From an optimization exercise on the open Yosys and OpenROAD flow, aimed at small area and a short achievable clock period; shortcuts taken in it are not production practice. RTL that was checked went through simulation tests only; none was proved equivalent to the original. No activity file was given, so power comes from the tool's default toggle rates.

==> inputs of 12-14 <==
Design cpu, start of the top module:
module cpu(
        input clk,
        input reset,
        input [31:0] op_code,
        output reg [31:0] im_addr
    );
==> module cpu, before the edit <==
module cpu(
        input clk,
        input reset,
        input [31:0] op_code,
        output reg [31:0] im_addr
    );
    wire [6:0] opc = op_code[6:0];
    wire [2:0] f3  = op_code[14:12];
    wire [6:0] f7  = op_code[31:25];
    wire [4:0] rd  = op_code[11:7];
    wire [4:0] rs1 = op_code[19:15];
    wire [4:0] rs2 = op_code[24:20];
    wire is_op    = opc == 7'b0110011;
    wire is_imm   = opc == 7'b0010011;
    wire is_lui   = opc == 7'b0110111;
    wire is_auipc = opc == 7'b0010111;
    wire is_jal   = opc == 7'b1101111;
    wire is_jalr  = opc == 7'b1100111;
    wire is_br    = opc == 7'b1100011;
    wire is_sys   = opc == 7'b0000011 || opc == 7'b1110011 || opc == 7'b0001111;
    wire f7_0  = f7 == 7'b0000000;
    wire f7_32 = f7 == 7'b0100000;
    wire arith = is_imm || (is_op && (f7_0 || (f7_32 && (f3 == 3'd0 || f3 == 3'd5))));
    wire rd_e  = is_op || is_imm || is_lui || is_auipc || is_jal || is_jalr || is_sys;
    wire we    = rd_e && rd != 5'd0;
    wire use2  = is_op || is_br;
    wire imm2  = is_imm || is_jalr;
    wire [31:0] imm_i = {{20{op_code[31]}}, op_code[31:20]};
    reg [31:0] imm_p;
    always @(*) begin
        if (is_br)
            imm_p = {{20{op_code[31]}}, op_code[7], op_code[30:25], op_code[11:8], 1'b0};
        else if (is_jal)
            imm_p = {{12{op_code[31]}}, op_code[19:12], op_code[20], op_code[30:21], 1'b0};
        else
            imm_p = {op_code[31:12], 12'b0};
    end
    reg        rst_q;
    reg [31:0] a_q, b_q;        
    reg        fa_q, fb_q;      
    reg [31:0] imm_q;
    reg [4:0]  rd_q;
    reg        we_q;
    reg        add_q, sll_q, slt_q, sltu_q, xor_q, sr_q, or_q, and_q;
    reg        lui_q, auipc_q, link_q, dead_q, sub_q, sra_q;
    reg        jal_q, jalr_q, beq_q, blt_q, bltu_q, binv_q;
    reg [31:0] res_q;           
    reg [4:0]  wrd_q;
    reg        wwe_q;
    reg [31:0] rf [1:31];
    wire ra_w = wwe_q && rs1 == wrd_q;
    wire rb_w = wwe_q && rs2 == wrd_q;
    reg [31:0] ra, rb;
    integer i;
    always @(*) begin
        ra = {32{ra_w}} & res_q;
        rb = ({32{use2 && rb_w}} & res_q) | ({32{imm2}} & imm_i);
        for (i = 1; i < 32; i = i + 1) begin
            ra = ra | ({32{rs1 == i && !ra_w}} & rf[i]);
            rb = rb | ({32{rs2 == i && use2 && !rb_w}} & rf[i]);
        end
    end
    always @(posedge clk) begin
        rst_q  <= reset;
        a_q    <= ra;
        b_q    <= rb;
        fa_q   <= we_q && rs1 == rd_q;
        fb_q   <= we_q && rs2 == rd_q && use2;
        imm_q  <= imm_p;
        rd_q   <= rd;
        we_q   <= we;
        add_q  <= arith && f3 == 3'd0;
        sll_q  <= arith && f3 == 3'd1;
        slt_q  <= arith && f3 == 3'd2;
        sltu_q <= arith && f3 == 3'd3;
        xor_q  <= arith && f3 == 3'd4;
        sr_q   <= arith && f3 == 3'd5;
        or_q   <= arith && f3 == 3'd6;
        and_q  <= arith && f3 == 3'd7;
        lui_q  <= is_lui;
        auipc_q <= is_auipc;
        link_q <= is_jal || is_jalr;
        dead_q <= is_sys;
        sub_q  <= is_op && f7_32 && f3 == 3'd0;
        sra_q  <= is_op && f7_32 && f3 == 3'd5;
        jal_q  <= is_jal;
        jalr_q <= is_jalr;
        beq_q  <= is_br && f3[2:1] == 2'b00;
        blt_q  <= is_br && f3[2:1] == 2'b10;
        bltu_q <= is_br && f3[2:1] == 2'b11;
        binv_q <= f3[0];
    end
    always @(posedge clk) begin
        if (wwe_q) rf[wrd_q] <= res_q;
    end
    wire [31:0] a = fa_q ? res_q : a_q;
    wire [31:0] b = fb_q ? res_q : b_q;
    wire [31:0] bx  = b ^ {32{sub_q}};
    wire [31:0] sum = a + bx + {31'b0, sub_q};
    wire lt31 = a[30:0] < b[30:0];
    wire ltu = (a[31] ^ b[31]) ? b[31] : lt31;
    wire lt  = (a[31] ^ b[31]) ? a[31] : lt31;
    wire eq  = a == b;
    reg [31:0] a_rev, shl;
    always @(*) for (i = 0; i < 32; i = i + 1) a_rev[i] = a[31 - i];
    wire [31:0] sh_in = sll_q ? a_rev : a;
    wire [31:0] shr = $signed({sra_q & a[31], sh_in}) >>> b[4:0];
    always @(*) for (i = 0; i < 32; i = i + 1) shl[i] = shr[31 - i];
    wire [31:0] pc4   = im_addr + 32'd4;
    wire [31:0] pcimm = im_addr + imm_q;
    wire [31:0] res =
          ({32{add_q}}   & sum)
        | ({32{slt_q}}   & {31'b0, lt})
        | ({32{sltu_q}}  & {31'b0, ltu})
        | ({32{xor_q}}   & (a ^ b))
        | ({32{or_q}}    & (a | b))
        | ({32{and_q}}   & (a & b))
        | ({32{sll_q}}   & shl)
        | ({32{sr_q}}    & shr)
        | ({32{lui_q}}   & imm_q)
        | ({32{auipc_q}} & pcimm)
        | ({32{link_q}}  & pc4)
        | ({32{dead_q}}  & 32'hdeadbeef);
    wire taken = (beq_q && (eq ^ binv_q)) || (blt_q && (lt ^ binv_q)) || (bltu_q && (ltu ^ binv_q));
    always @(posedge clk) begin
        res_q <= res;
        wrd_q <= rd_q;
        wwe_q <= we_q;
        if (rst_q)       im_addr <= 32'h00010000;
        else if (jalr_q) im_addr <= sum;
        else if (jal_q || taken) im_addr <= pcimm;
        else             im_addr <= pc4;
    end
endmodule
Settings: LEC_CHECK=0, CAP_MARGIN=20, CORE_MARGIN=2, CORE_UTILIZATION=40, CTS_BUF_LIST=sky130_fd_sc_hd__clkbuf_16, CTS_CLUSTER_DIAMETER=80, CTS_CLUSTER_SIZE=24, SETUP_SLACK_MARGIN=5, SLEW_MARGIN=20; clock period 10.0 ns.
run.sh (not shown) runs the stock make flow with config.mk's settings and CLKGATE_MAP_FILE= SYNTH_SCRIPT=/design/flow/synth_recipe.tcl, a recipe that flattens the netlist after the stock synthesis.
==> inputs of 04-08, as changes to 12-14 <==
--- a/flow/design.v
+++ b/flow/design.v
@@ -23,7 +23,6 @@
     wire arith = is_imm || (is_op && (f7_0 || (f7_32 && (f3 == 3'd0 || f3 == 3'd5))));
     wire rd_e  = is_op || is_imm || is_lui || is_auipc || is_jal || is_jalr || is_sys;
     wire we    = rd_e && rd != 5'd0;
-    wire use2  = is_op || is_br;
     wire imm2  = is_imm || is_jalr;
     wire [31:0] imm_i = {{20{op_code[31]}}, op_code[31:20]};
     reg [31:0] imm_p;
@@ -37,35 +36,38 @@
     end
     reg        rst_q;
     reg [31:0] a_q, b_q;        
-    reg        fa_q, fb_q;      
     reg [31:0] imm_q;
     reg [4:0]  rd_q;
     reg        we_q;
-    reg        add_q, sll_q, slt_q, sltu_q, xor_q, sr_q, or_q, and_q;
+    reg        add_q, sll_q, slt_q, sltu_q, sr_q;
+    reg [3:0]  lg_q;            
     reg        lui_q, auipc_q, link_q, dead_q, sub_q, sra_q;
     reg        jal_q, jalr_q, beq_q, blt_q, bltu_q, binv_q;
     reg [31:0] res_q;           
     reg [4:0]  wrd_q;
     reg        wwe_q;
     reg [31:0] rf [1:31];
+    reg [31:0] rf1, rf2;
+    integer i;
+    always @(*) begin
+        rf1 = 32'b0;
+        rf2 = 32'b0;
+        for (i = 1; i < 32; i = i + 1) begin
+            rf1 = rf1 | ({32{rs1 == i}} & rf[i]);
+            rf2 = rf2 | ({32{rs2 == i}} & rf[i]);
+        end
+    end
+    wire ra_x = we_q && rs1 == rd_q;
+    wire rb_x = we_q && rs2 == rd_q;
     wire ra_w = wwe_q && rs1 == wrd_q;
     wire rb_w = wwe_q && rs2 == wrd_q;
-    reg [31:0] ra, rb;
-    integer i;
-    always @(*) begin
-        ra = {32{ra_w}} & res_q;
-        rb = ({32{use2 && rb_w}} & res_q) | ({32{imm2}} & imm_i);
-        for (i = 1; i < 32; i = i + 1) begin
-            ra = ra | ({32{rs1 == i && !ra_w}} & rf[i]);
-            rb = rb | ({32{rs2 == i && use2 && !rb_w}} & rf[i]);
-        end
-    end
+    wire [31:0] res;
+    wire [31:0] ra = ra_x ? res : ra_w ? res_q : rf1;
+    wire [31:0] rb = imm2 ? imm_i : rb_x ? res : rb_w ? res_q : rf2;
     always @(posedge clk) begin
         rst_q  <= reset;
         a_q    <= ra;
         b_q    <= rb;
-        fa_q   <= we_q && rs1 == rd_q;
-        fb_q   <= we_q && rs2 == rd_q && use2;
         imm_q  <= imm_p;
         rd_q   <= rd;
         we_q   <= we;
@@ -73,10 +75,11 @@
         sll_q  <= arith && f3 == 3'd1;
         slt_q  <= arith && f3 == 3'd2;
         sltu_q <= arith && f3 == 3'd3;
-        xor_q  <= arith && f3 == 3'd4;
         sr_q   <= arith && f3 == 3'd5;
-        or_q   <= arith && f3 == 3'd6;
-        and_q  <= arith && f3 == 3'd7;
+        lg_q   <= !(arith && f3[2] && f3 != 3'd5) ? 4'b0000 :
+                  f3[1:0] == 2'b00 ? 4'b0110 :      
+                  f3[1:0] == 2'b10 ? 4'b1110 :      
+                                     4'b1000;       
         lui_q  <= is_lui;
         auipc_q <= is_auipc;
         link_q <= is_jal || is_jalr;
@@ -93,34 +96,31 @@
     always @(posedge clk) begin
         if (wwe_q) rf[wrd_q] <= res_q;
     end
-    wire [31:0] a = fa_q ? res_q : a_q;
-    wire [31:0] b = fb_q ? res_q : b_q;
+    wire [31:0] a = a_q;
+    wire [31:0] b = b_q;
     wire [31:0] bx  = b ^ {32{sub_q}};
     wire [31:0] sum = a + bx + {31'b0, sub_q};
     wire lt31 = a[30:0] < b[30:0];
     wire ltu = (a[31] ^ b[31]) ? b[31] : lt31;
     wire lt  = (a[31] ^ b[31]) ? a[31] : lt31;
     wire eq  = a == b;
-    reg [31:0] a_rev, shl;
-    always @(*) for (i = 0; i < 32; i = i + 1) a_rev[i] = a[31 - i];
-    wire [31:0] sh_in = sll_q ? a_rev : a;
-    wire [31:0] shr = $signed({sra_q & a[31], sh_in}) >>> b[4:0];
-    always @(*) for (i = 0; i < 32; i = i + 1) shl[i] = shr[31 - i];
+    wire [31:0] shl = a << b[4:0];
+    wire [31:0] shr = $signed({sra_q & a[31], a}) >>> b[4:0];
     wire [31:0] pc4   = im_addr + 32'd4;
     wire [31:0] pcimm = im_addr + imm_q;
-    wire [31:0] res =
-          ({32{add_q}}   & sum)
-        | ({32{slt_q}}   & {31'b0, lt})
-        | ({32{sltu_q}}  & {31'b0, ltu})
-        | ({32{xor_q}}   & (a ^ b))
-        | ({32{or_q}}    & (a | b))
-        | ({32{and_q}}   & (a & b))
-        | ({32{sll_q}}   & shl)
-        | ({32{sr_q}}    & shr)
-        | ({32{lui_q}}   & imm_q)
+    wire [31:0] early =
+          ({32{lui_q}}   & imm_q)
         | ({32{auipc_q}} & pcimm)
         | ({32{link_q}}  & pc4)
         | ({32{dead_q}}  & 32'hdeadbeef);
+    reg [31:0] lg;
+    always @(*)
+        for (i = 0; i < 32; i = i + 1)
+            lg[i] = (lg_q[3] & a[i] & b[i]) | (lg_q[2] & a[i] & !b[i])
+                  | (lg_q[1] & !a[i] & b[i]) | (lg_q[0] & !a[i] & !b[i]);
+    wire [31:0] sh = ({32{sll_q}} & shl) | ({32{sr_q}} & shr);
+    wire cmp = (slt_q & lt) | (sltu_q & ltu);
+    assign res = ({32{add_q}} & sum) | lg | sh | early | {31'b0, cmp};
     wire taken = (beq_q && (eq ^ binv_q)) || (blt_q && (lt ^ binv_q)) || (bltu_q && (ltu ^ binv_q));
     always @(posedge clk) begin
         res_q <= res;
==> flow/flow/run.sh (new file) <==
#!/bin/bash
# The standard ORFS layout (the standard.sh), with repair_timing asked for
# more setup slack than the clock period needs, so it keeps shortening the
# critical paths. The SDC, clock period and every other step are the standard flow's.
set -euo pipefail
bash standard.sh SETUP_SLACK_MARGIN=6.3 finish > standard.log 2>&1
==> flow/standard.sh (new file) <==
#!/bin/bash
# synth_recipe.tcl (not shown) runs the flow's synth.tcl, then flattens the netlist and writes it again
# the make line also repeats each setting of config.mk as NAME=value (left out here)
make -C /OpenROAD-flow-scripts/flow DESIGN_CONFIG=/design/flow/config.mk WORK_HOME=/design/flow/orfs CLKGATE_MAP_FILE= SYNTH_SCRIPT=/design/flow/synth_recipe.tcl "${@:-finish}"
- CORE_UTILIZATION: 40 -> 55
- SETUP_SLACK_MARGIN: 5 -> unset
removed: flow/run.sh
==> impl_metrics.csv <==
group,metric,value,unit
outcome,run_status,"timing/DRC/antenna clean",
placement,place.detailed.instances,6420,
power_and_ir_drop,comb_cell_power,1.21,mW
power_and_ir_drop,power-per-cell-area,151,nW/um^2
worst_setup_path,worst_r2r_startpoint,"fb_q",
worst_setup_path,path_cells,"clkdlybuf4s50_1 > nand2_1 > or2_2 > nor4_2 > nand3_1 > nor2_4 > buf_4 > a22oi_1 > nand4_1 > or3_1",
worst_setup_path,endpoint,"b_q[1]",
The numbers above come from 12-14.

==> impl_metrics.csv <==
group,metric,value,unit
outcome,run_status,"timing/DRC/antenna clean",
worst_setup_path,endpoint,"b_q[29]",
power_and_ir_drop,comb_cell_power,2.02,mW
placement,place.detailed.instances,6108,
power_and_ir_drop,net-switching-power,3.28,mW
power_and_ir_drop,power-per-cell-area,159,nW/um^2
worst_setup_path,path_cells,"buf_6 > or3b_4 > nor2_4 > buf_12 > buf_12 > buf_4 > a22oi_1 > nand3_1 > nor3_1 > a31oi_2 > o21ai_0 > a21oi_1",
The numbers above come from 04-08.


* * *

==> build 10 <==
Another version of the RTL of cpu (not shown whole).
## cpu
module cpu(
        input clk,
        input reset,
        input [31:0] op_code,
        output reg [31:0] im_addr
    );
==> module cpu, before the edit <==
module cpu(
        input clk,
        input reset,
        input [31:0] op_code,
        output reg [31:0] im_addr
    );
    wire [6:0] opc = op_code[6:0];
    wire [2:0] f3  = op_code[14:12];
    wire [6:0] f7  = op_code[31:25];
    wire [4:0] rd  = op_code[11:7];
    wire [4:0] rs1 = op_code[19:15];
    wire [4:0] rs2 = op_code[24:20];
    wire is_op    = opc == 7'b0110011;
    wire is_imm   = opc == 7'b0010011;
    wire is_lui   = opc == 7'b0110111;
    wire is_auipc = opc == 7'b0010111;
    wire is_jal   = opc == 7'b1101111;
    wire is_jalr  = opc == 7'b1100111;
    wire is_br    = opc == 7'b1100011;
    wire is_sys   = opc == 7'b0000011 || opc == 7'b1110011 || opc == 7'b0001111;
    wire f7_0  = f7 == 7'b0000000;
    wire f7_32 = f7 == 7'b0100000;
    wire arith = is_imm || (is_op && (f7_0 || (f7_32 && (f3 == 3'd0 || f3 == 3'd5))));
    wire rd_e  = is_op || is_imm || is_lui || is_auipc || is_jal || is_jalr || is_sys;
    wire we    = rd_e && rd != 5'd0;
    wire imm2  = is_imm || is_jalr;
    wire [31:0] imm_i = {{20{op_code[31]}}, op_code[31:20]};
    reg [31:0] imm_p;
    always @(*) begin
        if (is_br)
            imm_p = {{20{op_code[31]}}, op_code[7], op_code[30:25], op_code[11:8], 1'b0};
        else if (is_jal)
            imm_p = {{12{op_code[31]}}, op_code[19:12], op_code[20], op_code[30:21], 1'b0};
        else
            imm_p = {op_code[31:12], 12'b0};
    end
    reg        rst_q;
    reg [31:0] a_q, b_q;        
    reg [31:0] imm_q;
    reg [4:0]  rd_q;
    reg        we_q;
    reg        add_q, sll_q, slt_q, sltu_q, xor_q, sr_q, or_q, and_q;
    reg        lui_q, auipc_q, link_q, dead_q, sub_q, sra_q;
    reg        jal_q, jalr_q, beq_q, blt_q, bltu_q, binv_q;
    reg [31:0] res_q;           
    reg [4:0]  wrd_q;
    reg        wwe_q;
    reg [31:0] rf [1:31];
    reg [31:0] rf1, rf2;
    integer i;
    always @(*) begin
        rf1 = 32'b0;
        rf2 = 32'b0;
        for (i = 1; i < 32; i = i + 1) begin
            rf1 = rf1 | ({32{rs1 == i}} & rf[i]);
            rf2 = rf2 | ({32{rs2 == i}} & rf[i]);
        end
    end
    wire ra_x = we_q && rs1 == rd_q;
    wire rb_x = we_q && rs2 == rd_q;
    wire ra_w = wwe_q && rs1 == wrd_q;
    wire rb_w = wwe_q && rs2 == wrd_q;
    wire [31:0] res;
    wire [31:0] ra = ra_x ? res : ra_w ? res_q : rf1;
    wire [31:0] rb = imm2 ? imm_i : rb_x ? res : rb_w ? res_q : rf2;
    always @(posedge clk) begin
        rst_q  <= reset;
        a_q    <= ra;
        b_q    <= rb;
        imm_q  <= imm_p;
        rd_q   <= rd;
        we_q   <= we;
        add_q  <= arith && f3 == 3'd0;
        sll_q  <= arith && f3 == 3'd1;
        slt_q  <= arith && f3 == 3'd2;
        sltu_q <= arith && f3 == 3'd3;
        xor_q  <= arith && f3 == 3'd4;
        sr_q   <= arith && f3 == 3'd5;
        or_q   <= arith && f3 == 3'd6;
        and_q  <= arith && f3 == 3'd7;
        lui_q  <= is_lui;
        auipc_q <= is_auipc;
        link_q <= is_jal || is_jalr;
        dead_q <= is_sys;
        sub_q  <= is_op && f7_32 && f3 == 3'd0;
        sra_q  <= is_op && f7_32 && f3 == 3'd5;
        jal_q  <= is_jal;
        jalr_q <= is_jalr;
        beq_q  <= is_br && f3[2:1] == 2'b00;
        blt_q  <= is_br && f3[2:1] == 2'b10;
        bltu_q <= is_br && f3[2:1] == 2'b11;
        binv_q <= f3[0];
    end
    always @(posedge clk) begin
        if (wwe_q) rf[wrd_q] <= res_q;
    end
    wire [31:0] a = a_q;
    wire [31:0] b = b_q;
    wire [31:0] bx  = b ^ {32{sub_q}};
    wire [31:0] sum = a + bx + {31'b0, sub_q};
    wire lt31 = a[30:0] < b[30:0];
    wire ltu = (a[31] ^ b[31]) ? b[31] : lt31;
    wire lt  = (a[31] ^ b[31]) ? a[31] : lt31;
    wire eq  = a == b;
    reg [31:0] a_rev, shl;
    always @(*) for (i = 0; i < 32; i = i + 1) a_rev[i] = a[31 - i];
    wire [31:0] sh_in = sll_q ? a_rev : a;
    wire [31:0] shr = $signed({sra_q & a[31], sh_in}) >>> b[4:0];
    always @(*) for (i = 0; i < 32; i = i + 1) shl[i] = shr[31 - i];
    wire [31:0] pc4   = im_addr + 32'd4;
    wire [31:0] pcimm = im_addr + imm_q;
    assign res =
          ({32{add_q}}   & sum)
        | ({32{slt_q}}   & {31'b0, lt})
        | ({32{sltu_q}}  & {31'b0, ltu})
        | ({32{xor_q}}   & (a ^ b))
        | ({32{or_q}}    & (a | b))
        | ({32{and_q}}   & (a & b))
        | ({32{sll_q}}   & shl)
        | ({32{sr_q}}    & shr)
        | ({32{lui_q}}   & imm_q)
        | ({32{auipc_q}} & pcimm)
        | ({32{link_q}}  & pc4)
        | ({32{dead_q}}  & 32'hdeadbeef);
    wire taken = (beq_q && (eq ^ binv_q)) || (blt_q && (lt ^ binv_q)) || (bltu_q && (ltu ^ binv_q));
    always @(posedge clk) begin
        res_q <= res;
        wrd_q <= rd_q;
        wwe_q <= we_q;
        if (rst_q)       im_addr <= 32'h00010000;
        else if (jalr_q) im_addr <= sum;
        else if (jal_q || taken) im_addr <= pcimm;
        else             im_addr <= pc4;
    end
endmodule
clock: 10.0 ns
lec_check: 0
cap_margin: 20
core_margin: 2
core_utilization: 40
cts_buf_list: sky130_fd_sc_hd__clkbuf_16
cts_cluster_diameter: 80
cts_cluster_size: 24
slew_margin: 20
standard.sh (not shown) runs the stock make flow with config.mk's settings and CLKGATE_MAP_FILE= SYNTH_SCRIPT=/design/flow/synth_recipe.tcl, a recipe that flattens the netlist after the stock synthesis.
==> flow/flow/run.sh <==
#!/bin/bash
# The standard ORFS layout (the standard.sh), with repair_timing asked for
# more setup slack than the clock period needs, so it keeps shortening the
# critical paths. The SDC, clock period and every other step are the standard flow's.
set -euo pipefail
bash standard.sh SETUP_SLACK_MARGIN=6.3 finish > standard.log 2>&1
==> trial 33: changes against build 10 <==
--- a/flow/design.v
+++ b/flow/design.v
@@ -41,8 +41,6 @@
     reg        we_q;
-    reg        add_q, sll_q, slt_q, sltu_q, xor_q, sr_q, or_q, and_q;
+    reg        add_q, sll_q, slt_q, sltu_q, sr_q;
+    reg [3:0]  lg_q;            
     reg        lui_q, auipc_q, link_q, dead_q, sub_q, sra_q;
     reg        jal_q, jalr_q, beq_q, blt_q, bltu_q, binv_q;
-    reg [31:0] res_q;           
-    reg [4:0]  wrd_q;
-    reg        wwe_q;
     reg [31:0] rf [1:31];
@@ -60,7 +58,5 @@
     wire rb_x = we_q && rs2 == rd_q;
-    wire ra_w = wwe_q && rs1 == wrd_q;
-    wire rb_w = wwe_q && rs2 == wrd_q;
     wire [31:0] res;
-    wire [31:0] ra = ra_x ? res : ra_w ? res_q : rf1;
-    wire [31:0] rb = imm2 ? imm_i : rb_x ? res : rb_w ? res_q : rf2;
+    wire [31:0] ra = ra_x ? res : rf1;
+    wire [31:0] rb = imm2 ? imm_i : rb_x ? res : rf2;
     always @(posedge clk) begin
@@ -76,6 +72,7 @@
         sltu_q <= arith && f3 == 3'd3;
-        xor_q  <= arith && f3 == 3'd4;
         sr_q   <= arith && f3 == 3'd5;
-        or_q   <= arith && f3 == 3'd6;
-        and_q  <= arith && f3 == 3'd7;
+        lg_q   <= !(arith && f3[2] && f3 != 3'd5) ? 4'b0000 :
+                  f3[1:0] == 2'b00 ? 4'b0110 :      
+                  f3[1:0] == 2'b10 ? 4'b1110 :      
+                                     4'b1000;       
         lui_q  <= is_lui;
@@ -94,3 +91,3 @@
     always @(posedge clk) begin
-        if (wwe_q) rf[wrd_q] <= res_q;
+        if (we_q) rf[rd_q] <= res;
     end
@@ -104,19 +101,8 @@
     wire eq  = a == b;
-    reg [31:0] a_rev, shl;
-    always @(*) for (i = 0; i < 32; i = i + 1) a_rev[i] = a[31 - i];
-    wire [31:0] sh_in = sll_q ? a_rev : a;
-    wire [31:0] shr = $signed({sra_q & a[31], sh_in}) >>> b[4:0];
-    always @(*) for (i = 0; i < 32; i = i + 1) shl[i] = shr[31 - i];
+    wire [31:0] shl = a << b[4:0];
+    wire [31:0] shr = $signed({sra_q & a[31], a}) >>> b[4:0];
     wire [31:0] pc4   = im_addr + 32'd4;
     wire [31:0] pcimm = im_addr + imm_q;
-    assign res =
-          ({32{add_q}}   & sum)
-        | ({32{slt_q}}   & {31'b0, lt})
-        | ({32{sltu_q}}  & {31'b0, ltu})
-        | ({32{xor_q}}   & (a ^ b))
-        | ({32{or_q}}    & (a | b))
-        | ({32{and_q}}   & (a & b))
-        | ({32{sll_q}}   & shl)
-        | ({32{sr_q}}    & shr)
-        | ({32{lui_q}}   & imm_q)
+    wire [31:0] early =
+          ({32{lui_q}}   & imm_q)
         | ({32{auipc_q}} & pcimm)
@@ -124,7 +110,12 @@
         | ({32{dead_q}}  & 32'hdeadbeef);
+    reg [31:0] lg;
+    always @(*)
+        for (i = 0; i < 32; i = i + 1)
+            lg[i] = (lg_q[3] & a[i] & b[i]) | (lg_q[2] & a[i] & !b[i])
+                  | (lg_q[1] & !a[i] & b[i]) | (lg_q[0] & !a[i] & !b[i]);
+    wire [31:0] sh = ({32{sll_q}} & shl) | ({32{sr_q}} & shr);
+    wire cmp = (slt_q & lt) | (sltu_q & ltu);
+    assign res = ({32{add_q}} & sum) | lg | sh | early | {31'b0, cmp};
     wire taken = (beq_q && (eq ^ binv_q)) || (blt_q && (lt ^ binv_q)) || (bltu_q && (ltu ^ binv_q));
     always @(posedge clk) begin
-        res_q <= res;
-        wrd_q <= rd_q;
-        wwe_q <= we_q;
         if (rst_q)       im_addr <= 32'h00010000;
--- a/flow/flow/run.sh
+++ b/flow/flow/run.sh
@@ -5,2 +5,2 @@
 set -euo pipefail
-bash standard.sh SETUP_SLACK_MARGIN=6.3 finish > standard.log 2>&1
+bash standard.sh SETUP_SLACK_MARGIN=6.45 finish > standard.log 2>&1
- CORE_UTILIZATION: 40 -> 55
- PLACE_DENSITY: default -> 0.75
==> trial 64: changes against build 10 <==
--- a/flow/design.v
+++ b/flow/design.v
@@ -25,16 +25,19 @@
     wire we    = rd_e && rd != 5'd0;
-    wire imm2  = is_imm || is_jalr;
-    wire [31:0] imm_i = {{20{op_code[31]}}, op_code[31:20]};
-    reg [31:0] imm_p;
+    wire use2  = is_op || is_br;
+    reg [31:0] imm;
     always @(*) begin
-        if (is_br)
-            imm_p = {{20{op_code[31]}}, op_code[7], op_code[30:25], op_code[11:8], 1'b0};
+        if (is_imm || is_jalr)
+            imm = {{20{op_code[31]}}, op_code[31:20]};
+        else if (is_br)
+            imm = {{20{op_code[31]}}, op_code[7], op_code[30:25], op_code[11:8], 1'b0};
         else if (is_jal)
-            imm_p = {{12{op_code[31]}}, op_code[19:12], op_code[20], op_code[30:21], 1'b0};
+            imm = {{12{op_code[31]}}, op_code[19:12], op_code[20], op_code[30:21], 1'b0};
         else
-            imm_p = {op_code[31:12], 12'b0};
+            imm = {op_code[31:12], 12'b0};
     end
     reg        rst_q;
-    reg [31:0] a_q, b_q;        
     reg [31:0] imm_q;
+    reg [31:1] s1_q, s2_q;      
+    reg        f1_q, f2_q;      
+    reg        imm2_q;          
     reg [4:0]  rd_q;
@@ -44,28 +47,18 @@
     reg        jal_q, jalr_q, beq_q, blt_q, bltu_q, binv_q;
-    reg [31:0] res_q;           
+    reg [31:0] res_q;
     reg [4:0]  wrd_q;
     reg        wwe_q;
-    reg [31:0] rf [1:31];
-    reg [31:0] rf1, rf2;
-    integer i;
-    always @(*) begin
-        rf1 = 32'b0;
-        rf2 = 32'b0;
-        for (i = 1; i < 32; i = i + 1) begin
-            rf1 = rf1 | ({32{rs1 == i}} & rf[i]);
-            rf2 = rf2 | ({32{rs2 == i}} & rf[i]);
-        end
-    end
-    wire ra_x = we_q && rs1 == rd_q;
-    wire rb_x = we_q && rs2 == rd_q;
-    wire ra_w = wwe_q && rs1 == wrd_q;
-    wire rb_w = wwe_q && rs2 == wrd_q;
-    wire [31:0] res;
-    wire [31:0] ra = ra_x ? res : ra_w ? res_q : rf1;
-    wire [31:0] rb = imm2 ? imm_i : rb_x ? res : rb_w ? res_q : rf2;
+    wire fwd1 = we_q && rs1 == rd_q;
+    wire fwd2 = we_q && rs2 == rd_q && use2;
+    integer k;
     always @(posedge clk) begin
         rst_q  <= reset;
-        a_q    <= ra;
-        b_q    <= rb;
-        imm_q  <= imm_p;
+        imm_q  <= imm;
+        for (k = 1; k < 32; k = k + 1) begin
+            s1_q[k] <= rs1 == k && !fwd1;
+            s2_q[k] <= rs2 == k && use2 && !fwd2;
+        end
+        f1_q   <= fwd1;
+        f2_q   <= fwd2;
+        imm2_q <= is_imm || is_jalr;
         rd_q   <= rd;
@@ -84,3 +77,3 @@
         dead_q <= is_sys;
-        sub_q  <= is_op && f7_32 && f3 == 3'd0;
+        sub_q  <= (is_op && f7_32 && f3 == 3'd0) || (arith && (f3 == 3'd2 || f3 == 3'd3)) || is_br;
         sra_q  <= is_op && f7_32 && f3 == 3'd5;
@@ -93,2 +86,3 @@
     end
+    reg [31:0] rf [1:31];
     always @(posedge clk) begin
@@ -96,9 +90,16 @@
     end
-    wire [31:0] a = a_q;
-    wire [31:0] b = b_q;
-    wire [31:0] bx  = b ^ {32{sub_q}};
-    wire [31:0] sum = a + bx + {31'b0, sub_q};
-    wire lt31 = a[30:0] < b[30:0];
-    wire ltu = (a[31] ^ b[31]) ? b[31] : lt31;
-    wire lt  = (a[31] ^ b[31]) ? a[31] : lt31;
+    reg [31:0] a, b;
+    integer i;
+    always @(*) begin
+        a = {32{f1_q}} & res_q;
+        b = ({32{f2_q}} & res_q) | ({32{imm2_q}} & imm_q);
+        for (i = 1; i < 32; i = i + 1) begin
+            a = a | ({32{s1_q[i]}} & rf[i]);
+            b = b | ({32{s2_q[i]}} & rf[i]);
+        end
+    end
+    wire [31:0] bx = b ^ {32{sub_q}};
+    wire [32:0] sum = {1'b0, a} + {1'b0, bx} + {32'b0, sub_q};
+    wire ltu = !sum[32];
+    wire lt  = (a[31] ^ b[31]) ? a[31] : sum[31];
     wire eq  = a == b;
@@ -111,4 +112,4 @@
     wire [31:0] pcimm = im_addr + imm_q;
-    assign res =
-          ({32{add_q}}   & sum)
+    wire [31:0] res =
+          ({32{add_q}}   & sum[31:0])
         | ({32{slt_q}}   & {31'b0, lt})
@@ -130,3 +131,3 @@
         if (rst_q)       im_addr <= 32'h00010000;
-        else if (jalr_q) im_addr <= sum;
+        else if (jalr_q) im_addr <= sum[31:0];
         else if (jal_q || taken) im_addr <= pcimm;
==> flow/run.sh (new file) <==
#!/bin/bash
# synth_recipe.tcl (not shown) runs the flow's synth.tcl, then flattens the netlist and writes it again
# the make line also repeats each setting of config.mk as NAME=value (left out here)
make -C /OpenROAD-flow-scripts/flow DESIGN_CONFIG=/design/flow/config.mk WORK_HOME=/design/flow/orfs CLKGATE_MAP_FILE= SYNTH_SCRIPT=/design/flow/synth_recipe.tcl finish
- CTS_BUF_LIST: sky130_fd_sc_hd__clkbuf_16 -> default
- CTS_CLUSTER_DIAMETER: 80 -> default
- CTS_CLUSTER_SIZE: 24 -> default
removed: flow/flow/run.sh
removed: flow/standard.sh
==> qor summary <==
Hold wc startpoint: build 10 rd_q[2]$_DFF_P_; trial 33 im_addr[0]$_SDFFE_PP0P_; trial 64 we_q$_DFF_P_
Register cell area after layout: build 10 33800 sq um; trial 33 33000 sq um; trial 64 33800 sq um
Final Hold Slack: build 10 0.405 ns; trial 33 0.525 ns; trial 64 0.364 ns
Wire length of the first global-routing pass: build 10 408000 um; trial 33 380000 um; trial 64 378000 um
Met3 usage: build 10 17.5%; trial 33 30.4%; trial 64 18.3%
Tapcells inserted: build 10 1917; trial 33 1368; trial 64 1794
Max transition margin: build 10 20.7%; trial 33 11.7%; trial 64 10.5%
Result of the run: build 10 timing/DRC/antenna clean; trial 33 timing/DRC/antenna clean; trial 64 timing/DRC/antenna clean
Fraction of area in multi-input gates: build 10 36.2%; trial 33 36.7%; trial 64 32.6%
Repair and plain buffers: build 10 387; trial 33 440; trial 64 247
Cell count after placement: build 10 6828; trial 33 5948; trial 64 6118
Cell Rows: build 10 140; trial 33 117; trial 64 136
Largest fanout on the critical path: build 10 32; trial 33 33; trial 64 40
Global-route met1 utilization: build 10 46.8%; trial 33 59.0%; trial 64 47.3%
Register share of the cell area: build 10 49.5%; trial 33 49.4%; trial 64 53.8%
Data required time of the worst path: build 10 10.67 ns; trial 33 10.62 ns; trial 64 10.59 ns
The RTL of trial 64 was laid out without a check of its function.

[afterwards: timing with drivers on the ports]
How much do the figures lean on ideal ports? The routed layouts below were timed once more, with nothing changed but the port constraints.
Step 1 assumes that a clkbuf_16 drives the clock port and a buf_2 every other input.
Step 2 times the ports against the registers' clock, not the clock port: input delays grow and output delays shrink by t, the midpoint of the rising clock arrivals with the driver on.
a / b / c = ideal ports / drivers / drivers and shift; a / b = the first two.
run	shift t [ns]	setup WS [ns]	hold WS [ns]	worst setup path at the end
12-14	0.825	4.969 / 5.025 / 4.200	0.381 / 0.381 / 0.381	input to register
04-08	0.826	6.072 / 6.089 / 5.264	0.399 / 0.399 / 0.399	input to register
build 10	0.803	6.085 / 6.011 / 5.208	0.405 / 0.405 / 0.405	input to register
trial 33	0.829	6.111 / 6.111 / 5.436	0.525 / 0.525 / 0.525	input to register
trial 64	0.830	2.684 / 2.684 / 2.684	0.364 / 0.364 / 0.364	register to register
After both steps setup and hold are still met in every run listed. The setup slack of build 10, which loses most, moves by -0.074 ns with the drivers and by -0.877 ns with both steps.
